From an optimization exercise on the open Yosys and OpenROAD flow, aimed at small area and a short achievable clock period; shortcuts taken in it are not production practice. Only simulation tests tie the RTL to the original design; equivalence was not proved.

## flow/design.v

```verilog
module Compare_and_Swap #(
    parameter BIT_WIDTH = 8
    )
(
    input  [BIT_WIDTH-1:0] a,
    input  [BIT_WIDTH-1:0] b,
    output a_lt_b
 );
wire [7:0] g0 = b & ~a;
wire [7:0] l0 = a & ~b;
wire [3:0] g1, l1;
wire [1:0] g2, l2;
genvar k;
generate
  for (k = 0; k < 4; k = k + 1) begin : t1
    assign g1[k] = g0[2*k+1] | (~l0[2*k+1] & g0[2*k]);
    assign l1[k] = l0[2*k+1] | (~g0[2*k+1] & l0[2*k]);
  end
  for (k = 0; k < 2; k = k + 1) begin : t2
    assign g2[k] = g1[2*k+1] | (~l1[2*k+1] & g1[2*k]);
    assign l2[k] = l1[2*k+1] | (~g1[2*k+1] & l1[2*k]);
  end
endgenerate
assign a_lt_b = g2[1] | (~l2[1] & g2[0]);
endmodule
module OE_Sort #(
    parameter BIT_WIDTH = 8,
    parameter N = 16
    )
(
    input clk,
    input rst,
    input in_valid,
    input [BIT_WIDTH*N-1:0] list,
    output out_valid,
    output [BIT_WIDTH*N-1:0] sorted_list
    );
reg [5:0] valid_pipe;
always @(posedge clk)
    if (rst) valid_pipe <= 6'b0;
    else valid_pipe <= {valid_pipe[4:0], in_valid};
assign out_valid = valid_pipe[5];
wire lt_0_0_13;
Compare_and_Swap #(.BIT_WIDTH(8)) cmp_0 (.a(list[7:0]), .b(list[111:104]), .a_lt_b(lt_0_0_13));
wire [7:0] x0_0 = lt_0_0_13 ? list[111:104] : list[7:0];
wire [7:0] x0_13 = lt_0_0_13 ? list[7:0] : list[111:104];
wire lt_1_1_12;
Compare_and_Swap #(.BIT_WIDTH(8)) cmp_1 (.a(list[15:8]), .b(list[103:96]), .a_lt_b(lt_1_1_12));
wire [7:0] x1_1 = lt_1_1_12 ? list[103:96] : list[15:8];
wire [7:0] x1_12 = lt_1_1_12 ? list[15:8] : list[103:96];
wire lt_2_2_15;
Compare_and_Swap #(.BIT_WIDTH(8)) cmp_2 (.a(list[23:16]), .b(list[127:120]), .a_lt_b(lt_2_2_15));
wire [7:0] x2_2 = lt_2_2_15 ? list[127:120] : list[23:16];
wire [7:0] x2_15 = lt_2_2_15 ? list[23:16] : list[127:120];
wire lt_3_3_14;
Compare_and_Swap #(.BIT_WIDTH(8)) cmp_3 (.a(list[31:24]), .b(list[119:112]), .a_lt_b(lt_3_3_14));
wire [7:0] x3_3 = lt_3_3_14 ? list[119:112] : list[31:24];
wire [7:0] x3_14 = lt_3_3_14 ? list[31:24] : list[119:112];
wire lt_4_4_8;
Compare_and_Swap #(.BIT_WIDTH(8)) cmp_4 (.a(list[39:32]), .b(list[71:64]), .a_lt_b(lt_4_4_8));
wire [7:0] x4_4 = lt_4_4_8 ? list[71:64] : list[39:32];
wire [7:0] x4_8 = lt_4_4_8 ? list[39:32] : list[71:64];
wire lt_5_5_6;
Compare_and_Swap #(.BIT_WIDTH(8)) cmp_5 (.a(list[47:40]), .b(list[55:48]), .a_lt_b(lt_5_5_6));
wire [7:0] x5_5 = lt_5_5_6 ? list[55:48] : list[47:40];
wire [7:0] x5_6 = lt_5_5_6 ? list[47:40] : list[55:48];
wire lt_6_7_11;
Compare_and_Swap #(.BIT_WIDTH(8)) cmp_6 (.a(list[63:56]), .b(list[95:88]), .a_lt_b(lt_6_7_11));
wire [7:0] x6_7 = lt_6_7_11 ? list[95:88] : list[63:56];
wire [7:0] x6_11 = lt_6_7_11 ? list[63:56] : list[95:88];
wire lt_7_9_10;
Compare_and_Swap #(.BIT_WIDTH(8)) cmp_7 (.a(list[79:72]), .b(list[87:80]), .a_lt_b(lt_7_9_10));
wire [7:0] x7_9 = lt_7_9_10 ? list[87:80] : list[79:72];
wire [7:0] x7_10 = lt_7_9_10 ? list[79:72] : list[87:80];
wire lt_8_0_5;
Compare_and_Swap #(.BIT_WIDTH(8)) cmp_8 (.a(x0_0), .b(x5_5), .a_lt_b(lt_8_0_5));
wire [7:0] x8_0 = lt_8_0_5 ? x5_5 : x0_0;
wire [7:0] x8_5 = lt_8_0_5 ? x0_0 : x5_5;
wire lt_9_1_7;
Compare_and_Swap #(.BIT_WIDTH(8)) cmp_9 (.a(x1_1), .b(x6_7), .a_lt_b(lt_9_1_7));
wire [7:0] x9_1 = lt_9_1_7 ? x6_7 : x1_1;
wire [7:0] x9_7 = lt_9_1_7 ? x1_1 : x6_7;
wire lt_10_2_9;
Compare_and_Swap #(.BIT_WIDTH(8)) cmp_10 (.a(x2_2), .b(x7_9), .a_lt_b(lt_10_2_9));
wire [7:0] x10_2 = lt_10_2_9 ? x7_9 : x2_2;
wire [7:0] x10_9 = lt_10_2_9 ? x2_2 : x7_9;
wire lt_11_3_4;
Compare_and_Swap #(.BIT_WIDTH(8)) cmp_11 (.a(x3_3), .b(x4_4), .a_lt_b(lt_11_3_4));
wire [7:0] x11_3 = lt_11_3_4 ? x4_4 : x3_3;
wire [7:0] x11_4 = lt_11_3_4 ? x3_3 : x4_4;
wire lt_12_6_13;
Compare_and_Swap #(.BIT_WIDTH(8)) cmp_12 (.a(x5_6), .b(x0_13), .a_lt_b(lt_12_6_13));
wire [7:0] x12_6 = lt_12_6_13 ? x0_13 : x5_6;
wire [7:0] x12_13 = lt_12_6_13 ? x5_6 : x0_13;
wire lt_13_8_14;
Compare_and_Swap #(.BIT_WIDTH(8)) cmp_13 (.a(x4_8), .b(x3_14), .a_lt_b(lt_13_8_14));
wire [7:0] x13_8 = lt_13_8_14 ? x3_14 : x4_8;
wire [7:0] x13_14 = lt_13_8_14 ? x4_8 : x3_14;
wire lt_14_10_15;
Compare_and_Swap #(.BIT_WIDTH(8)) cmp_14 (.a(x7_10), .b(x2_15), .a_lt_b(lt_14_10_15));
wire [7:0] x14_10 = lt_14_10_15 ? x2_15 : x7_10;
wire [7:0] x14_15 = lt_14_10_15 ? x7_10 : x2_15;
wire lt_15_11_12;
Compare_and_Swap #(.BIT_WIDTH(8)) cmp_15 (.a(x6_11), .b(x1_12), .a_lt_b(lt_15_11_12));
wire [7:0] x15_11 = lt_15_11_12 ? x1_12 : x6_11;
wire [7:0] x15_12 = lt_15_11_12 ? x6_11 : x1_12;
reg [7:0] q0_s1;
always @(posedge clk) q0_s1 <= x8_0;
reg [7:0] q1_s1;
always @(posedge clk) q1_s1 <= x9_1;
wire lt_16_0_1;
Compare_and_Swap #(.BIT_WIDTH(8)) cmp_16 (.a(q0_s1), .b(q1_s1), .a_lt_b(lt_16_0_1));
wire [7:0] x16_0 = lt_16_0_1 ? q1_s1 : q0_s1;
wire [7:0] x16_1 = lt_16_0_1 ? q0_s1 : q1_s1;
reg [7:0] q2_s1;
always @(posedge clk) q2_s1 <= x10_2;
reg [7:0] q3_s1;
always @(posedge clk) q3_s1 <= x11_3;
wire lt_17_2_3;
Compare_and_Swap #(.BIT_WIDTH(8)) cmp_17 (.a(q2_s1), .b(q3_s1), .a_lt_b(lt_17_2_3));
wire [7:0] x17_2 = lt_17_2_3 ? q3_s1 : q2_s1;
wire [7:0] x17_3 = lt_17_2_3 ? q2_s1 : q3_s1;
reg [7:0] q4_s1;
always @(posedge clk) q4_s1 <= x11_4;
reg [7:0] q5_s1;
always @(posedge clk) q5_s1 <= x8_5;
wire lt_18_4_5;
Compare_and_Swap #(.BIT_WIDTH(8)) cmp_18 (.a(q4_s1), .b(q5_s1), .a_lt_b(lt_18_4_5));
wire [7:0] x18_4 = lt_18_4_5 ? q5_s1 : q4_s1;
wire [7:0] x18_5 = lt_18_4_5 ? q4_s1 : q5_s1;
reg [7:0] q6_s1;
always @(posedge clk) q6_s1 <= x12_6;
reg [7:0] q8_s1;
always @(posedge clk) q8_s1 <= x13_8;
wire lt_19_6_8;
Compare_and_Swap #(.BIT_WIDTH(8)) cmp_19 (.a(q6_s1), .b(q8_s1), .a_lt_b(lt_19_6_8));
wire [7:0] x19_6 = lt_19_6_8 ? q8_s1 : q6_s1;
wire [7:0] x19_8 = lt_19_6_8 ? q6_s1 : q8_s1;
reg [7:0] q7_s1;
always @(posedge clk) q7_s1 <= x9_7;
reg [7:0] q9_s1;
always @(posedge clk) q9_s1 <= x10_9;
wire lt_20_7_9;
Compare_and_Swap #(.BIT_WIDTH(8)) cmp_20 (.a(q7_s1), .b(q9_s1), .a_lt_b(lt_20_7_9));
wire [7:0] x20_7 = lt_20_7_9 ? q9_s1 : q7_s1;
wire [7:0] x20_9 = lt_20_7_9 ? q7_s1 : q9_s1;
reg [7:0] q10_s1;
always @(posedge clk) q10_s1 <= x14_10;
reg [7:0] q11_s1;
always @(posedge clk) q11_s1 <= x15_11;
wire lt_21_10_11;
Compare_and_Swap #(.BIT_WIDTH(8)) cmp_21 (.a(q10_s1), .b(q11_s1), .a_lt_b(lt_21_10_11));
wire [7:0] x21_10 = lt_21_10_11 ? q11_s1 : q10_s1;
wire [7:0] x21_11 = lt_21_10_11 ? q10_s1 : q11_s1;
reg [7:0] q12_s1;
always @(posedge clk) q12_s1 <= x15_12;
reg [7:0] q13_s1;
always @(posedge clk) q13_s1 <= x12_13;
wire lt_22_12_13;
Compare_and_Swap #(.BIT_WIDTH(8)) cmp_22 (.a(q12_s1), .b(q13_s1), .a_lt_b(lt_22_12_13));
wire [7:0] x22_12 = lt_22_12_13 ? q13_s1 : q12_s1;
wire [7:0] x22_13 = lt_22_12_13 ? q12_s1 : q13_s1;
reg [7:0] q14_s1;
always @(posedge clk) q14_s1 <= x13_14;
reg [7:0] q15_s1;
always @(posedge clk) q15_s1 <= x14_15;
wire lt_23_14_15;
Compare_and_Swap #(.BIT_WIDTH(8)) cmp_23 (.a(q14_s1), .b(q15_s1), .a_lt_b(lt_23_14_15));
wire [7:0] x23_14 = lt_23_14_15 ? q15_s1 : q14_s1;
wire [7:0] x23_15 = lt_23_14_15 ? q14_s1 : q15_s1;
wire lt_24_0_2;
Compare_and_Swap #(.BIT_WIDTH(8)) cmp_24 (.a(x16_0), .b(x17_2), .a_lt_b(lt_24_0_2));
reg [7:0] q0_s2;
always @(posedge clk) q0_s2 <= x16_0;
reg [7:0] q2_s2;
always @(posedge clk) q2_s2 <= x17_2;
reg lt_24_0_2_s2;
always @(posedge clk) lt_24_0_2_s2 <= lt_24_0_2;
wire [7:0] x24_0 = lt_24_0_2_s2 ? q2_s2 : q0_s2;
wire [7:0] x24_2 = lt_24_0_2_s2 ? q0_s2 : q2_s2;
wire lt_25_1_3;
Compare_and_Swap #(.BIT_WIDTH(8)) cmp_25 (.a(x16_1), .b(x17_3), .a_lt_b(lt_25_1_3));
reg [7:0] q1_s2;
always @(posedge clk) q1_s2 <= x16_1;
reg [7:0] q3_s2;
always @(posedge clk) q3_s2 <= x17_3;
reg lt_25_1_3_s2;
always @(posedge clk) lt_25_1_3_s2 <= lt_25_1_3;
wire [7:0] x25_1 = lt_25_1_3_s2 ? q3_s2 : q1_s2;
wire [7:0] x25_3 = lt_25_1_3_s2 ? q1_s2 : q3_s2;
wire lt_26_4_10;
Compare_and_Swap #(.BIT_WIDTH(8)) cmp_26 (.a(x18_4), .b(x21_10), .a_lt_b(lt_26_4_10));
reg [7:0] q4_s2;
always @(posedge clk) q4_s2 <= x18_4;
reg [7:0] q10_s2;
always @(posedge clk) q10_s2 <= x21_10;
reg lt_26_4_10_s2;
always @(posedge clk) lt_26_4_10_s2 <= lt_26_4_10;
wire [7:0] x26_4 = lt_26_4_10_s2 ? q10_s2 : q4_s2;
wire [7:0] x26_10 = lt_26_4_10_s2 ? q4_s2 : q10_s2;
wire lt_27_5_11;
Compare_and_Swap #(.BIT_WIDTH(8)) cmp_27 (.a(x18_5), .b(x21_11), .a_lt_b(lt_27_5_11));
reg [7:0] q5_s2;
always @(posedge clk) q5_s2 <= x18_5;
reg [7:0] q11_s2;
always @(posedge clk) q11_s2 <= x21_11;
reg lt_27_5_11_s2;
always @(posedge clk) lt_27_5_11_s2 <= lt_27_5_11;
wire [7:0] x27_5 = lt_27_5_11_s2 ? q11_s2 : q5_s2;
wire [7:0] x27_11 = lt_27_5_11_s2 ? q5_s2 : q11_s2;
wire lt_28_6_7;
Compare_and_Swap #(.BIT_WIDTH(8)) cmp_28 (.a(x19_6), .b(x20_7), .a_lt_b(lt_28_6_7));
reg [7:0] q6_s2;
always @(posedge clk) q6_s2 <= x19_6;
reg [7:0] q7_s2;
always @(posedge clk) q7_s2 <= x20_7;
reg lt_28_6_7_s2;
always @(posedge clk) lt_28_6_7_s2 <= lt_28_6_7;
wire [7:0] x28_6 = lt_28_6_7_s2 ? q7_s2 : q6_s2;
wire [7:0] x28_7 = lt_28_6_7_s2 ? q6_s2 : q7_s2;
wire lt_29_8_9;
Compare_and_Swap #(.BIT_WIDTH(8)) cmp_29 (.a(x19_8), .b(x20_9), .a_lt_b(lt_29_8_9));
reg [7:0] q8_s2;
always @(posedge clk) q8_s2 <= x19_8;
reg [7:0] q9_s2;
always @(posedge clk) q9_s2 <= x20_9;
reg lt_29_8_9_s2;
always @(posedge clk) lt_29_8_9_s2 <= lt_29_8_9;
wire [7:0] x29_8 = lt_29_8_9_s2 ? q9_s2 : q8_s2;
wire [7:0] x29_9 = lt_29_8_9_s2 ? q8_s2 : q9_s2;
wire lt_30_12_14;
Compare_and_Swap #(.BIT_WIDTH(8)) cmp_30 (.a(x22_12), .b(x23_14), .a_lt_b(lt_30_12_14));
reg [7:0] q12_s2;
always @(posedge clk) q12_s2 <= x22_12;
reg [7:0] q14_s2;
always @(posedge clk) q14_s2 <= x23_14;
reg lt_30_12_14_s2;
always @(posedge clk) lt_30_12_14_s2 <= lt_30_12_14;
wire [7:0] x30_12 = lt_30_12_14_s2 ? q14_s2 : q12_s2;
wire [7:0] x30_14 = lt_30_12_14_s2 ? q12_s2 : q14_s2;
wire lt_31_13_15;
Compare_and_Swap #(.BIT_WIDTH(8)) cmp_31 (.a(x22_13), .b(x23_15), .a_lt_b(lt_31_13_15));
reg [7:0] q13_s2;
always @(posedge clk) q13_s2 <= x22_13;
reg [7:0] q15_s2;
always @(posedge clk) q15_s2 <= x23_15;
reg lt_31_13_15_s2;
always @(posedge clk) lt_31_13_15_s2 <= lt_31_13_15;
wire [7:0] x31_13 = lt_31_13_15_s2 ? q15_s2 : q13_s2;
wire [7:0] x31_15 = lt_31_13_15_s2 ? q13_s2 : q15_s2;
wire lt_32_1_2;
Compare_and_Swap #(.BIT_WIDTH(8)) cmp_32 (.a(x25_1), .b(x24_2), .a_lt_b(lt_32_1_2));
wire [7:0] x32_1 = lt_32_1_2 ? x24_2 : x25_1;
wire [7:0] x32_2 = lt_32_1_2 ? x25_1 : x24_2;
wire lt_33_3_12;
Compare_and_Swap #(.BIT_WIDTH(8)) cmp_33 (.a(x25_3), .b(x30_12), .a_lt_b(lt_33_3_12));
wire [7:0] x33_3 = lt_33_3_12 ? x30_12 : x25_3;
wire [7:0] x33_12 = lt_33_3_12 ? x25_3 : x30_12;
wire lt_34_4_6;
Compare_and_Swap #(.BIT_WIDTH(8)) cmp_34 (.a(x26_4), .b(x28_6), .a_lt_b(lt_34_4_6));
wire [7:0] x34_4 = lt_34_4_6 ? x28_6 : x26_4;
wire [7:0] x34_6 = lt_34_4_6 ? x26_4 : x28_6;
wire lt_35_5_7;
Compare_and_Swap #(.BIT_WIDTH(8)) cmp_35 (.a(x27_5), .b(x28_7), .a_lt_b(lt_35_5_7));
wire [7:0] x35_5 = lt_35_5_7 ? x28_7 : x27_5;
wire [7:0] x35_7 = lt_35_5_7 ? x27_5 : x28_7;
wire lt_36_8_10;
Compare_and_Swap #(.BIT_WIDTH(8)) cmp_36 (.a(x29_8), .b(x26_10), .a_lt_b(lt_36_8_10));
wire [7:0] x36_8 = lt_36_8_10 ? x26_10 : x29_8;
wire [7:0] x36_10 = lt_36_8_10 ? x29_8 : x26_10;
wire lt_37_9_11;
Compare_and_Swap #(.BIT_WIDTH(8)) cmp_37 (.a(x29_9), .b(x27_11), .a_lt_b(lt_37_9_11));
wire [7:0] x37_9 = lt_37_9_11 ? x27_11 : x29_9;
wire [7:0] x37_11 = lt_37_9_11 ? x29_9 : x27_11;
wire lt_38_13_14;
Compare_and_Swap #(.BIT_WIDTH(8)) cmp_38 (.a(x31_13), .b(x30_14), .a_lt_b(lt_38_13_14));
wire [7:0] x38_13 = lt_38_13_14 ? x30_14 : x31_13;
wire [7:0] x38_14 = lt_38_13_14 ? x31_13 : x30_14;
reg [7:0] q1_s3;
always @(posedge clk) q1_s3 <= x32_1;
reg [7:0] q4_s3;
always @(posedge clk) q4_s3 <= x34_4;
wire lt_39_1_4;
Compare_and_Swap #(.BIT_WIDTH(8)) cmp_39 (.a(q1_s3), .b(q4_s3), .a_lt_b(lt_39_1_4));
wire [7:0] x39_1 = lt_39_1_4 ? q4_s3 : q1_s3;
wire [7:0] x39_4 = lt_39_1_4 ? q1_s3 : q4_s3;
reg [7:0] q2_s3;
always @(posedge clk) q2_s3 <= x32_2;
reg [7:0] q6_s3;
always @(posedge clk) q6_s3 <= x34_6;
wire lt_40_2_6;
Compare_and_Swap #(.BIT_WIDTH(8)) cmp_40 (.a(q2_s3), .b(q6_s3), .a_lt_b(lt_40_2_6));
wire [7:0] x40_2 = lt_40_2_6 ? q6_s3 : q2_s3;
wire [7:0] x40_6 = lt_40_2_6 ? q2_s3 : q6_s3;
reg [7:0] q5_s3;
always @(posedge clk) q5_s3 <= x35_5;
reg [7:0] q8_s3;
always @(posedge clk) q8_s3 <= x36_8;
wire lt_41_5_8;
Compare_and_Swap #(.BIT_WIDTH(8)) cmp_41 (.a(q5_s3), .b(q8_s3), .a_lt_b(lt_41_5_8));
wire [7:0] x41_5 = lt_41_5_8 ? q8_s3 : q5_s3;
wire [7:0] x41_8 = lt_41_5_8 ? q5_s3 : q8_s3;
reg [7:0] q7_s3;
always @(posedge clk) q7_s3 <= x35_7;
reg [7:0] q10_s3;
always @(posedge clk) q10_s3 <= x36_10;
wire lt_42_7_10;
Compare_and_Swap #(.BIT_WIDTH(8)) cmp_42 (.a(q7_s3), .b(q10_s3), .a_lt_b(lt_42_7_10));
wire [7:0] x42_7 = lt_42_7_10 ? q10_s3 : q7_s3;
wire [7:0] x42_10 = lt_42_7_10 ? q7_s3 : q10_s3;
reg [7:0] q9_s3;
always @(posedge clk) q9_s3 <= x37_9;
reg [7:0] q13_s3;
always @(posedge clk) q13_s3 <= x38_13;
wire lt_43_9_13;
Compare_and_Swap #(.BIT_WIDTH(8)) cmp_43 (.a(q9_s3), .b(q13_s3), .a_lt_b(lt_43_9_13));
wire [7:0] x43_9 = lt_43_9_13 ? q13_s3 : q9_s3;
wire [7:0] x43_13 = lt_43_9_13 ? q9_s3 : q13_s3;
reg [7:0] q11_s3;
always @(posedge clk) q11_s3 <= x37_11;
reg [7:0] q14_s3;
always @(posedge clk) q14_s3 <= x38_14;
wire lt_44_11_14;
Compare_and_Swap #(.BIT_WIDTH(8)) cmp_44 (.a(q11_s3), .b(q14_s3), .a_lt_b(lt_44_11_14));
wire [7:0] x44_11 = lt_44_11_14 ? q14_s3 : q11_s3;
wire [7:0] x44_14 = lt_44_11_14 ? q11_s3 : q14_s3;
wire lt_45_2_4;
Compare_and_Swap #(.BIT_WIDTH(8)) cmp_45 (.a(x40_2), .b(x39_4), .a_lt_b(lt_45_2_4));
reg [7:0] q2_s4;
always @(posedge clk) q2_s4 <= x40_2;
reg [7:0] q4_s4;
always @(posedge clk) q4_s4 <= x39_4;
reg lt_45_2_4_s4;
always @(posedge clk) lt_45_2_4_s4 <= lt_45_2_4;
wire [7:0] x45_2 = lt_45_2_4_s4 ? q4_s4 : q2_s4;
wire [7:0] x45_4 = lt_45_2_4_s4 ? q2_s4 : q4_s4;
reg [7:0] q3_s3;
always @(posedge clk) q3_s3 <= x33_3;
wire lt_46_3_6;
Compare_and_Swap #(.BIT_WIDTH(8)) cmp_46 (.a(q3_s3), .b(x40_6), .a_lt_b(lt_46_3_6));
reg [7:0] q3_s4;
always @(posedge clk) q3_s4 <= q3_s3;
reg [7:0] q6_s4;
always @(posedge clk) q6_s4 <= x40_6;
reg lt_46_3_6_s4;
always @(posedge clk) lt_46_3_6_s4 <= lt_46_3_6;
wire [7:0] x46_3 = lt_46_3_6_s4 ? q6_s4 : q3_s4;
wire [7:0] x46_6 = lt_46_3_6_s4 ? q3_s4 : q6_s4;
reg [7:0] q12_s3;
always @(posedge clk) q12_s3 <= x33_12;
wire lt_47_9_12;
Compare_and_Swap #(.BIT_WIDTH(8)) cmp_47 (.a(x43_9), .b(q12_s3), .a_lt_b(lt_47_9_12));
reg [7:0] q9_s4;
always @(posedge clk) q9_s4 <= x43_9;
reg [7:0] q12_s4;
always @(posedge clk) q12_s4 <= q12_s3;
reg lt_47_9_12_s4;
always @(posedge clk) lt_47_9_12_s4 <= lt_47_9_12;
wire [7:0] x47_9 = lt_47_9_12_s4 ? q12_s4 : q9_s4;
wire [7:0] x47_12 = lt_47_9_12_s4 ? q9_s4 : q12_s4;
wire lt_48_11_13;
Compare_and_Swap #(.BIT_WIDTH(8)) cmp_48 (.a(x44_11), .b(x43_13), .a_lt_b(lt_48_11_13));
reg [7:0] q11_s4;
always @(posedge clk) q11_s4 <= x44_11;
reg [7:0] q13_s4;
always @(posedge clk) q13_s4 <= x43_13;
reg lt_48_11_13_s4;
always @(posedge clk) lt_48_11_13_s4 <= lt_48_11_13;
wire [7:0] x48_11 = lt_48_11_13_s4 ? q13_s4 : q11_s4;
wire [7:0] x48_13 = lt_48_11_13_s4 ? q11_s4 : q13_s4;
reg [7:0] q5_s4;
always @(posedge clk) q5_s4 <= x41_5;
wire lt_49_3_5;
Compare_and_Swap #(.BIT_WIDTH(8)) cmp_49 (.a(x46_3), .b(q5_s4), .a_lt_b(lt_49_3_5));
wire [7:0] x49_3 = lt_49_3_5 ? q5_s4 : x46_3;
wire [7:0] x49_5 = lt_49_3_5 ? x46_3 : q5_s4;
reg [7:0] q8_s4;
always @(posedge clk) q8_s4 <= x41_8;
wire lt_50_6_8;
Compare_and_Swap #(.BIT_WIDTH(8)) cmp_50 (.a(x46_6), .b(q8_s4), .a_lt_b(lt_50_6_8));
wire [7:0] x50_6 = lt_50_6_8 ? q8_s4 : x46_6;
wire [7:0] x50_8 = lt_50_6_8 ? x46_6 : q8_s4;
reg [7:0] q7_s4;
always @(posedge clk) q7_s4 <= x42_7;
wire lt_51_7_9;
Compare_and_Swap #(.BIT_WIDTH(8)) cmp_51 (.a(q7_s4), .b(x47_9), .a_lt_b(lt_51_7_9));
wire [7:0] x51_7 = lt_51_7_9 ? x47_9 : q7_s4;
wire [7:0] x51_9 = lt_51_7_9 ? q7_s4 : x47_9;
reg [7:0] q10_s4;
always @(posedge clk) q10_s4 <= x42_10;
wire lt_52_10_12;
Compare_and_Swap #(.BIT_WIDTH(8)) cmp_52 (.a(q10_s4), .b(x47_12), .a_lt_b(lt_52_10_12));
wire [7:0] x52_10 = lt_52_10_12 ? x47_12 : q10_s4;
wire [7:0] x52_12 = lt_52_10_12 ? q10_s4 : x47_12;
reg [7:0] q3_s5;
always @(posedge clk) q3_s5 <= x49_3;
reg [7:0] q4_s5;
always @(posedge clk) q4_s5 <= x45_4;
wire lt_53_3_4;
Compare_and_Swap #(.BIT_WIDTH(8)) cmp_53 (.a(q3_s5), .b(q4_s5), .a_lt_b(lt_53_3_4));
wire [7:0] x53_3 = lt_53_3_4 ? q4_s5 : q3_s5;
wire [7:0] x53_4 = lt_53_3_4 ? q3_s5 : q4_s5;
reg [7:0] q5_s5;
always @(posedge clk) q5_s5 <= x49_5;
reg [7:0] q6_s5;
always @(posedge clk) q6_s5 <= x50_6;
wire lt_54_5_6;
Compare_and_Swap #(.BIT_WIDTH(8)) cmp_54 (.a(q5_s5), .b(q6_s5), .a_lt_b(lt_54_5_6));
wire [7:0] x54_5 = lt_54_5_6 ? q6_s5 : q5_s5;
wire [7:0] x54_6 = lt_54_5_6 ? q5_s5 : q6_s5;
reg [7:0] q7_s5;
always @(posedge clk) q7_s5 <= x51_7;
reg [7:0] q8_s5;
always @(posedge clk) q8_s5 <= x50_8;
wire lt_55_7_8;
Compare_and_Swap #(.BIT_WIDTH(8)) cmp_55 (.a(q7_s5), .b(q8_s5), .a_lt_b(lt_55_7_8));
wire [7:0] x55_7 = lt_55_7_8 ? q8_s5 : q7_s5;
wire [7:0] x55_8 = lt_55_7_8 ? q7_s5 : q8_s5;
reg [7:0] q9_s5;
always @(posedge clk) q9_s5 <= x51_9;
reg [7:0] q10_s5;
always @(posedge clk) q10_s5 <= x52_10;
wire lt_56_9_10;
Compare_and_Swap #(.BIT_WIDTH(8)) cmp_56 (.a(q9_s5), .b(q10_s5), .a_lt_b(lt_56_9_10));
wire [7:0] x56_9 = lt_56_9_10 ? q10_s5 : q9_s5;
wire [7:0] x56_10 = lt_56_9_10 ? q9_s5 : q10_s5;
reg [7:0] q11_s5;
always @(posedge clk) q11_s5 <= x48_11;
reg [7:0] q12_s5;
always @(posedge clk) q12_s5 <= x52_12;
wire lt_57_11_12;
Compare_and_Swap #(.BIT_WIDTH(8)) cmp_57 (.a(q11_s5), .b(q12_s5), .a_lt_b(lt_57_11_12));
wire [7:0] x57_11 = lt_57_11_12 ? q12_s5 : q11_s5;
wire [7:0] x57_12 = lt_57_11_12 ? q11_s5 : q12_s5;
wire lt_58_6_7;
Compare_and_Swap #(.BIT_WIDTH(8)) cmp_58 (.a(x54_6), .b(x55_7), .a_lt_b(lt_58_6_7));
reg [7:0] q6_s6;
always @(posedge clk) q6_s6 <= x54_6;
reg [7:0] q7_s6;
always @(posedge clk) q7_s6 <= x55_7;
reg lt_58_6_7_s6;
always @(posedge clk) lt_58_6_7_s6 <= lt_58_6_7;
wire [7:0] x58_6 = lt_58_6_7_s6 ? q7_s6 : q6_s6;
wire [7:0] x58_7 = lt_58_6_7_s6 ? q6_s6 : q7_s6;
wire lt_59_8_9;
Compare_and_Swap #(.BIT_WIDTH(8)) cmp_59 (.a(x55_8), .b(x56_9), .a_lt_b(lt_59_8_9));
reg [7:0] q8_s6;
always @(posedge clk) q8_s6 <= x55_8;
reg [7:0] q9_s6;
always @(posedge clk) q9_s6 <= x56_9;
reg lt_59_8_9_s6;
always @(posedge clk) lt_59_8_9_s6 <= lt_59_8_9;
wire [7:0] x59_8 = lt_59_8_9_s6 ? q9_s6 : q8_s6;
wire [7:0] x59_9 = lt_59_8_9_s6 ? q8_s6 : q9_s6;
reg [7:0] q0_s3;
always @(posedge clk) q0_s3 <= x24_0;
reg [7:0] q0_s4;
always @(posedge clk) q0_s4 <= q0_s3;
reg [7:0] q0_s5;
always @(posedge clk) q0_s5 <= q0_s4;
reg [7:0] q0_s6;
always @(posedge clk) q0_s6 <= q0_s5;
assign sorted_list[7:0] = q0_s6;
reg [7:0] q1_s4;
always @(posedge clk) q1_s4 <= x39_1;
reg [7:0] q1_s5;
always @(posedge clk) q1_s5 <= q1_s4;
reg [7:0] q1_s6;
always @(posedge clk) q1_s6 <= q1_s5;
assign sorted_list[15:8] = q1_s6;
reg [7:0] q2_s5;
always @(posedge clk) q2_s5 <= x45_2;
reg [7:0] q2_s6;
always @(posedge clk) q2_s6 <= q2_s5;
assign sorted_list[23:16] = q2_s6;
reg [7:0] q3_s6;
always @(posedge clk) q3_s6 <= x53_3;
assign sorted_list[31:24] = q3_s6;
reg [7:0] q4_s6;
always @(posedge clk) q4_s6 <= x53_4;
assign sorted_list[39:32] = q4_s6;
reg [7:0] q5_s6;
always @(posedge clk) q5_s6 <= x54_5;
assign sorted_list[47:40] = q5_s6;
assign sorted_list[55:48] = x58_6;
assign sorted_list[63:56] = x58_7;
assign sorted_list[71:64] = x59_8;
assign sorted_list[79:72] = x59_9;
reg [7:0] q10_s6;
always @(posedge clk) q10_s6 <= x56_10;
assign sorted_list[87:80] = q10_s6;
reg [7:0] q11_s6;
always @(posedge clk) q11_s6 <= x57_11;
assign sorted_list[95:88] = q11_s6;
reg [7:0] q12_s6;
always @(posedge clk) q12_s6 <= x57_12;
assign sorted_list[103:96] = q12_s6;
reg [7:0] q13_s5;
always @(posedge clk) q13_s5 <= x48_13;
reg [7:0] q13_s6;
always @(posedge clk) q13_s6 <= q13_s5;
assign sorted_list[111:104] = q13_s6;
reg [7:0] q14_s4;
always @(posedge clk) q14_s4 <= x44_14;
reg [7:0] q14_s5;
always @(posedge clk) q14_s5 <= q14_s4;
reg [7:0] q14_s6;
always @(posedge clk) q14_s6 <= q14_s5;
assign sorted_list[119:112] = q14_s6;
reg [7:0] q15_s3;
always @(posedge clk) q15_s3 <= x31_15;
reg [7:0] q15_s4;
always @(posedge clk) q15_s4 <= q15_s3;
reg [7:0] q15_s5;
always @(posedge clk) q15_s5 <= q15_s4;
reg [7:0] q15_s6;
always @(posedge clk) q15_s6 <= q15_s5;
assign sorted_list[127:120] = q15_s6;
endmodule
```

## flow/run.sh

```bash
#!/bin/bash
# synth_recipe.tcl (not shown) runs the flow's synth.tcl, then flattens the netlist and writes it again
# the make line also repeats each setting of config.mk as NAME=value (left out here)
make -C /OpenROAD-flow-scripts/flow DESIGN_CONFIG=/design/flow/config.mk WORK_HOME=/design/flow/orfs CLKGATE_MAP_FILE= SYNTH_SCRIPT=/design/flow/synth_recipe.tcl finish
```

## flow/config.mk

```make
export PLATFORM = sky130hd
export DESIGN_NAME = OE_Sort
export DESIGN_NICKNAME = OE_Sort
export VERILOG_FILES = /design/flow/design.v
export SDC_FILE = /design/flow/constraint.sdc
export NUM_CORES = 4
export LEC_CHECK = 0
export ABC_AREA = 1
export CAP_MARGIN = 20
export CORE_MARGIN = 2
export CORE_UTILIZATION = 55
export SLEW_MARGIN = 20
```

## flow/constraint.sdc

```tcl
create_clock -name core_clock -period 2.5 [get_ports {clk}]
set_input_delay 0.5000 -clock core_clock [delete_from_list [all_inputs] [get_ports {clk}]]
set_output_delay 0.5000 -clock core_clock [all_outputs]
set_load 0.01 [all_outputs]
```

==> summary.txt, run 1 <==
Final Wtd Congestion = 0.987
Complex-gate fraction of the synthesized area = 14.1%
Hold-fix buffers at CTS = 0
Worst Hold Path EP = q1_s5[7]$_DFF_P_
Placement row count = 95
Total number of yosys warnings = 1
Design area = 46500 µm²
Fin Clk Skew = 21.5 ps
Die Outline Area = 69700 µm²
Number of nets with antenna violations after routing = 0
Setup_tns = 0 ps
Status = no timing/DRC/antenna violations
Maximum net fanout on the critical path = 32
Post-layout nets = 6503
Xor/xnor share of the synthesized area = 0%
Critical R2R Launch = q7_s1[7]$_DFF_P_
Synthesized instance count = 5720
Number of nets produced by synthesis = 5851
Top-level port count = 260
Die X-Extent = 264 µm
Setup crit end kind = output pin
Pin count of the biggest net entering global routing = 33
Endpoint of the worst register-to-register path = lt_28_6_7_s2$_DFF_P_
Worst max-slew margin expressed relative to the limit = 41.4%
Filler Cell Count = 5946
Type of the most critical hold path = reg2reg
Vias after detailed routing = 35500
Average instance area after synthesis = 6.50 µm²
Via count of the first global-routing pass = 30900
Time the worst path needs with I/O delays and setup = 2380 ps
DP Area = 43700 µm²
Worst-case register-to-register setup slack = 200 ps
Synth unique cells = 47
Initial antenna violation count = 0
Remaining DRCs = 0
Simple-gate area share of the yosys netlist = 31.5%
Main combinational cell family by area after synthesis = simple AND/OR/NAND/NOR gates
Number of vias per cell = 4.87
Sinks on the clock net = 788
Starting Density = 55.4%
Post-detailed-placement half-perimeter wirelength = 77100 µm
Arrival time at the worst endpoint = 1880 ps
Count of routing violations after the opening detailed-route iteration = 2323
CTS tree = yes
Share of the yosys chip area belonging to registers = 42.4%
Min-delay src = q1_s4[7]$_DFF_P_
Fraction of layout cells with a size suffix above 1 = 11.5%
Number of port buffers = 259
Count of placed standard cells in the final layout, fillers left out = 7303
Fin worst setup slack = 123 ps
Setup-failing EPs final = 0
TritonCTS Buffers = 74
Startpoint-to-endpoint class of the critical path = reg2out
Chip Height = 264 µm
Cell count after placement = 7162
Req. time, crit path = 2000 ps
Adder-cell share of the synthesized area = 0.0539%
Max Clock Freq = 421 MHz
Post-route fraction of the period consumed by the critical path = 95.1%
GRT Resource Usage Total = 26.7%
Total standard cell area after synthesis = 37200 µm²
Maximum clock path buffer count = 3
Setup repair after global routing missed its margin = yes
Count of max-cap constraint violations = 0
Cells on Worst Hold Path = 0
Launching element of the worst setup path = lt_59_8_9_s6$_DFF_P_
Number of diodes = 0
First-pass GRT wire length = 152000 µm
Routed wirelength normalized by instance count = 13.1 µm
Pin slew with the least headroom to its limit = 877 ps
Number of enable-type register cells in the synthesized netlist = 0
Clock root buffer master = sky130_fd_sc_hd__clkbuf_16
Total Routed Length = 95500 µm
Share of synthesized flip-flops with an asynchronous set or reset = 0%
Worst-skew pair later-pin latency = 620 ps
Core area = 67000 µm²
Clock transition time at the flip-flop clock pins of the worst setup and hold paths = 70 ps
Number of search-and-repair iterations in the first detailed-routing pass = 7
Placement-stage worst setup slack = -480 ps
Clock H-tree levels = 3
Cell count of the worst reg-to-reg path = 15
Congestion Overflow GR = 0
Critical path launch point type = register
Most used flip-flop cell after synthesis = sky130_fd_sc_hd__dfxtp_1
Layout overhead on the synthesized area = 25.0%
Number of synthesized register bits = 788
Number of max-slew violations in the final report = 0
Final number of hold-violating endpoints = 0
Multiplexer area fraction after synthesis = 0.0808%
## Yosys cell counts (all sizes together), types with 3 or more instances
cell,count,area share (%)
nand3,427,5.7
nor2,396,4.1
inv,890,9.0
o21a,16,0.32
o22ai,42,0.71
a21oi,197,2.7
nand3b,3,0.061
or2,21,0.35
dfxtp,788,42
a21boi,4,0.081
nand4,18,0.30
o2111ai,4,0.094
o21bai,17,0.34
or3,3,0.050
mux2i,3,0.081
buf,107,2.0
nand2,1977,20
a211oi,6,0.12
o21ai,604,8.2
nor3,25,0.34
a31oi,36,0.72
o211ai,21,0.42
o31ai,17,0.34
clkbuf,81,0.83
and2,3,0.050
## routing by layer
metal  GRT usage, %  vias up  routed length, µm
met5              0        -                  0
met4           12.9        0               4480
met3           2.59      201               3730
met2           45.6      843              44500
met1           33.8    15300              42900
li1               -    19200                  -
## kinds of logic (layout without fill, tap and decap cells)
family	count (synthesis)	in the layout
AND/OR/NAND/NOR	2879	2881
buffers and inverters	1080	1788
AO/OA/AOI/OAI	968	968
flip-flops	788	788
multiplexers	3	3
adder cells (fa/ha/maj)	2	2
## area by class of cell
| type | instances | area, µm² | area share [%] |
|---|---|---|---|
| multi-input cells | 3854 | 17100 | 36.9 |
| flip-flops and latches | 788 | 15800 | 34.0 |
| repair buffers | 762 | 6540 | 14.1 |
| inverters | 892 | 3350 | 7.21 |
| clock buffers | 92 | 2010 | 4.33 |
| well taps | 873 | 1090 | 2.35 |
| clock inverters | 42 | 554 | 1.19 |
## cells in the final DEF, fill, tap and decap left out, drive strengths merged, types with 18 or more instances in the layout
master	netlist	final
o22ai	42	42
nor3	25	25
clkdlybuf4s50	0	257
nand4	18	18
clkbuf	81	92
or2	21	21
a21oi	197	197
buf	107	503
inv	890	898
o21ai	604	604
dfxtp	788	788
nor2	396	396
nand3	427	427
nand2	1977	1979
clkinv	2	20
o211ai	21	21
a31oi	36	36
## stage by stage
stage / hold WS (ps) / util [%]
after floorplan: 310 / -
after global placement: 310 / 65.2
after detailed placement: 312 / 65.2
after CTS: 319 / 69.0
after global routing: 324 / 69.3
final: 317 / 69.3
## worst max path at each step
| stage | endpoint | cells after the start |
|---|---|---|
| 4_1_cts | sorted_list[78] | 4 |
| 2_1_floorplan | q15_s1[2]$_DFF_P_ | 18 |
| 3_3_place_gp | q2_s1[1]$_DFF_P_ | 19 |
| 3_5_place_dp | q12_s1[1]$_DFF_P_ | 17 |
| 6_report | sorted_list[78] | 4 |
| 5_1_grt | lt_48_11_13_s4$_DFF_P_ | 14 |
## what timing repair did
| item | CTS | global route |
|---|---|---|
| resized for setup | 0 | 54 |
| endpoints found under the setup margin | 0 | 135 |
| buffers inserted | 0 | 5 |
## critical path, cell delays in order, from the launching register on
cell and delay [ps]:
sky130_fd_sc_hd__dfxtp_1 320, sky130_fd_sc_hd__buf_6 200, sky130_fd_sc_hd__nor2_1 60, sky130_fd_sc_hd__a21oi_1 130, sky130_fd_sc_hd__clkdlybuf4s50_1 550
==> run 2: changes to the inputs <==
==> flow/flow/run.sh (new file) <==
#!/bin/bash
# The standard layout (the standard.sh, ORFS from synthesis to finish), except that
# buffer_ports gives every input and output port a sky130_fd_sc_hd__buf_2 instead of the
# delay buffer (clkdlybuf4s50_1) it picks by default. Each ORFS step keeps its own log under
# orfs/logs/; make's full output goes to standard.log here.
set -euo pipefail
export BUFFER_PORTS_ARGS="-buffer_cell sky130_fd_sc_hd__buf_2"
bash standard.sh finish > standard.log 2>&1
==> flow/standard.sh (new file) <==
#!/bin/bash
# synth_recipe.tcl (not shown) runs the flow's synth.tcl, then flattens the netlist and writes it again
# the make line also repeats each setting of config.mk as NAME=value (left out here)
make -C /OpenROAD-flow-scripts/flow DESIGN_CONFIG=/design/flow/config.mk WORK_HOME=/design/flow/orfs CLKGATE_MAP_FILE= SYNTH_SCRIPT=/design/flow/synth_recipe.tcl "${@:-finish}"
removed: flow/run.sh
==> run 2 against run 1 <==
Still clean on timing, DRC and antenna. Flip-flop and latch count stayed put. Register-to-register slack lost 40 ps. Fmax rose by 1.6%. Cell area shrank 4.8%. Die area stayed put. Wire length decreased by 0.50%. Worst hold slack lost 220 ps. First-iteration DRC count increased by 11%. Worst setup slack gained 37 ps. Largest cell class unchanged.
==> summary.txt, run 2 <==
Number of max-slew violations in the final report = 0 (unchanged)
Layout overhead on the synthesized area = 19.0%
Number of port buffers = 259 (unchanged)
Min-delay src = in_valid
Setup crit end kind = register
Number of synthesized register bits = 788 (unchanged)
Clock root buffer master = sky130_fd_sc_hd__clkbuf_16
Fraction of layout cells with a size suffix above 1 = 13.5% (+1.9 points)
Number of nets with antenna violations after routing = 0 (unchanged)
Startpoint-to-endpoint class of the critical path = reg2reg
Max Clock Freq = 427 MHz (+1.6%)
Arrival time at the worst endpoint = 2840 ps (+960 ps)
Die Outline Area = 69700 µm² (unchanged)
Vias after detailed routing = 35100 (-1.2%)
Setup-failing EPs final = 0 (unchanged)
Fin util = 66.0% (-3.3 points)
Most frequent cells in the layout = 1941 x sky130_fd_sc_hd__nand2_1, 877 x sky130_fd_sc_hd__inv_1, 780 x sky130_fd_sc_hd__dfxtp_1
Pin slew with the least headroom to its limit = 952 ps (+74.9 ps)
Cell accounting for the most synthesized area = sky130_fd_sc_hd__dfxtp_1
Post-detailed-placement half-perimeter wirelength = 76800 µm (-0.41%)
Number of enable-type register cells in the synthesized netlist = 0 (unchanged)
Cells along the critical path = buf_12 > o21ai_0 > inv_1 > o22ai_1 > o21ai_0 > a211oi_1 > o21ai_0 > nand2_1 > clkinv_1 > o21ai_0
Core area = 67000 µm² (unchanged)
Average instance area after synthesis = 6.50 µm² (unchanged)
Via count of the first global-routing pass = 30800 (-0.33%)
Category of cells accounting for the largest share of critical-path delay = compound AO/OA/AOI/OAI gates
Cells on Worst Hold Path = 3 (+3)
Number of vias per cell = 4.90 (+0.62%)
Chip Height = 264 µm (unchanged)
Maximum net fanout on the critical path = 32 (unchanged)
Pin count of the biggest net entering global routing = 33 (unchanged)
Cell occurring most often along the worst timing path = sky130_fd_sc_hd__o21ai_0
Endpoint of the worst register-to-register path = q10_s3[3]$_DFF_P_
Filler Cell Count = 6092 (+2.5%)
Top-level port count = 260 (unchanged)
Most used flip-flop cell after synthesis = sky130_fd_sc_hd__dfxtp_1
Count of buffering cells on the critical path with inverters included = 3 (+1)
Fin worst setup slack = 160 ps (+37.4 ps)
Final Wtd Congestion = 0.970 (-1.7%)
Share of the yosys chip area belonging to registers = 42.4% (unchanged)
Total number of yosys warnings = 1 (unchanged)
Synthesized instance count = 5720 (unchanged)
First-pass GRT wire length = 153000 µm (+0.60%)
Initial antenna violation count = 0 (unchanged)
Setup bufs post-CTS = 0 (unchanged)
Placement-stage worst setup slack = -57.5 ps (+422 ps)
GRT Resource Usage Total = 26.7% (+0.071 points)
Final number of hold-violating endpoints = 0 (unchanged)
Highest cell delay on the worst timing path = 330 ps (-220 ps)
Post-route fraction of the period consumed by the critical path = 93.6% (-1.5 points)
Req. time, crit path = 3000 ps (+1000 ps)
Sinks on the clock net = 788 (unchanged)
Starting Density = 55.4% (unchanged)
Clock transition time at the flip-flop clock pins of the worst setup and hold paths = 60 ps (about the same)
Worst-case register-to-register setup slack = 160 ps (-40 ps)
Total Routed Length = 95100 µm (-0.50%)
Count of max-cap constraint violations = 0 (unchanged)
Remaining DRCs = 0 (unchanged)
Type of the most critical hold path = in2reg
Worst Hold Path EP = valid_pipe[0]$_SDFF_PP0_
Critical path launch point type = register
Clock H-tree levels = 3 (unchanged)
Time the worst path needs with I/O delays and setup = 2340 ps (-37.4 ps)
Number of diodes = 0 (unchanged)
Leading cell type by number of instances after synthesis = sky130_fd_sc_hd__nand2_1
Routed wirelength normalized by instance count = 13.3 µm (+1.4%)
Cell count of the worst reg-to-reg path = 10 (-5)
Area share of the largest cell type after synthesis = 42.4% (unchanged)
Die X-Extent = 264 µm (unchanged)
Congestion Overflow GR = 0 (unchanged)
Share of synthesized flip-flops with an asynchronous set or reset = 0% (unchanged)
Crit-path slowest cell = sky130_fd_sc_hd__dfxtp_1
CTS tree = yes
Critical R2R Launch = lt_29_8_9_s2$_DFF_P_
Design area = 44200 µm² (-4.8%)
Post-layout nets = 6364 (-2.1%)
DP Area = 41500 µm² (-5.0%)
Worst-skew pair later-pin latency = 620 ps (about the same)
Worst max-slew margin expressed relative to the limit = 36.2% (-5.2 points)
Hold-fix buffers at CTS = 0 (unchanged)
Total standard cell area after synthesis = 37200 µm² (unchanged)
Leading post-synthesis cells by cell area = sky130_fd_sc_hd__dfxtp_1 42%, sky130_fd_sc_hd__nand2_1 20%, sky130_fd_sc_hd__inv_1 8.9%
Number of nets produced by synthesis = 5851 (unchanged)
Maximum clock path buffer count = 3 (unchanged)
Status = no timing/DRC/antenna violations
Fin Clk Skew = 18.6 ps (-2.97 ps)
Synth unique cells = 47 (unchanged)
Number of search-and-repair iterations in the first detailed-routing pass = 6 (-1)
Count of routing violations after the opening detailed-route iteration = 2583 (+11%)
Most numerous cell types in the synthesized netlist = 1944 x sky130_fd_sc_hd__nand2_1, 879 x sky130_fd_sc_hd__inv_1, 788 x sky130_fd_sc_hd__dfxtp_1
Commonest non-fill, non-tap cell in the layout = sky130_fd_sc_hd__nand2_1
TritonCTS Buffers = 78 (+5.4%)
Cell count after placement = 7026 (-1.9%)
Placement row count = 95 (unchanged)
Count of placed standard cells in the final layout, fillers left out = 7167 (-1.9%)
run 2: changes by cell type in the layout (fill, tap and decap cells not counted), sizes merged:
cell           before   now
dlymetal6s2s        2     0
clkinv             20    19
nand2            1979  1977
clkdlybuf4s50     257     0
buf               503   621
bufinv             10     9
inv               898   897
clkbuf             92   102
run 2: tightest hold or removal path, stage by stage:
cell                     delay, ps
sky130_fd_sc_hd__buf_2         100
sky130_fd_sc_hd__inv_1          40
sky130_fd_sc_hd__nor2_1         30
run 2: layout make-up:
class                           instances  area [µm²]  area share [%]
Multi-Input combinational cell       3852       17000            38.5
Sequential cell                       788       15800            35.7
Timing Repair Buffer                  621        4300            9.73
Inverter                              892        3350            7.57
Clock buffer                          102        2150            4.87
Tap cell                              873        1090            2.47
Clock inverter                         39         528            1.19
run 2: worst max-delay path by stage:
stage                    startpoint                     to  depth (start not counted)
2_1_floorplan              list[23]      q15_s1[2]$_DFF_P_                         18
3_3_place_gp               list[31]       q4_s1[5]$_DFF_P_                         18
3_5_place_dp               list[31]       q4_s1[6]$_DFF_P_                         18
4_1_cts            q5_s1[7]$_DFF_P_  lt_26_4_10_s2$_DFF_P_                         14
5_1_grt            q5_s1[7]$_DFF_P_  lt_27_5_11_s2$_DFF_P_                         14
6_report       lt_29_8_9_s2$_DFF_P_      q10_s3[3]$_DFF_P_                         10
run 2: kinds of logic (layout without fill, tap and decap cells):
| kind of cell | after synthesis | in the layout | share of synthesized area [%] |
|---|---|---|---|
| buf+inv | 1080 | 1654 | 11.8 |
| mux | 3 | 3 | 0.0808 |
| simple gates | 2879 | 2879 | 31.5 |
| flops | 788 | 788 | 42.4 |
| fa+ha+maj | 2 | 2 | 0.0539 |
| compound gates | 968 | 968 | 14.1 |
run 2: per-layer routing:
| layer | vias up | GRT usage (%) | wire length (µm) |
|---|---|---|---|
| li1 | 18900 | - | - |
| met1 | 15300 | 33.8 | 43000 |
| met2 | 781 | 46.9 | 45300 |
| met3 | 143 | 3.37 | 3880 |
| met4 | 0 | 9.20 | 2910 |
| met5 | - | 0 | 0 |
run 2: timing repair:
action                                 CTS  global route
resized for setup                        0            28
setup endpoints to repair                0            89
endpoints found under the hold margin    0             0
run 2: per-stage QoR:
stage | hold WS (ps) | TNS, ps
CTS | 57.7 | 0
floorplan | 310 | 0
global placement | 310 | -919
detailed placement | 312 | -998
finish | 94.8 | 0
global route | 96.2 | -3.71

## afterwards: timing with drivers on the ports
How much do the figures lean on ideal ports? The routed layouts below were timed once more, with nothing changed but the port constraints.
Step 1, drivers: a clkbuf_16 drives clk and a buf_2 each remaining input, both assumed.
Step 2 times the ports against the registers' clock, not the clock port: input delays grow and output delays shrink by t, the midpoint of the rising clock arrivals with the driver on.
Slacks: no drivers / after step 1 / after step 2; pairs: no drivers / after step 1.
| run | shift t [ns] | setup slack, ns | worst hold slack (ns) | worst setup path at the end | slew at the worst register clock pin (ns) |
|---|---|---|---|---|---|
| run 1 | 0.679 | 0.123 / 0.054 / -0.482 | 0.317 / 0.317 / 0.317 | input to register | 0.07 / 0.07 |
| run 2 | 0.675 | 0.160 / 0.160 / -0.083 | 0.095 / 0.062 / 0.321 | input to register | 0.06 / 0.06 |
Met with ideal ports but missed after step 2: setup timing in run 1 and run 2. The setup slack of run 1, which loses most, moves by -0.069 ns with the drivers and by -0.605 ns with both steps.
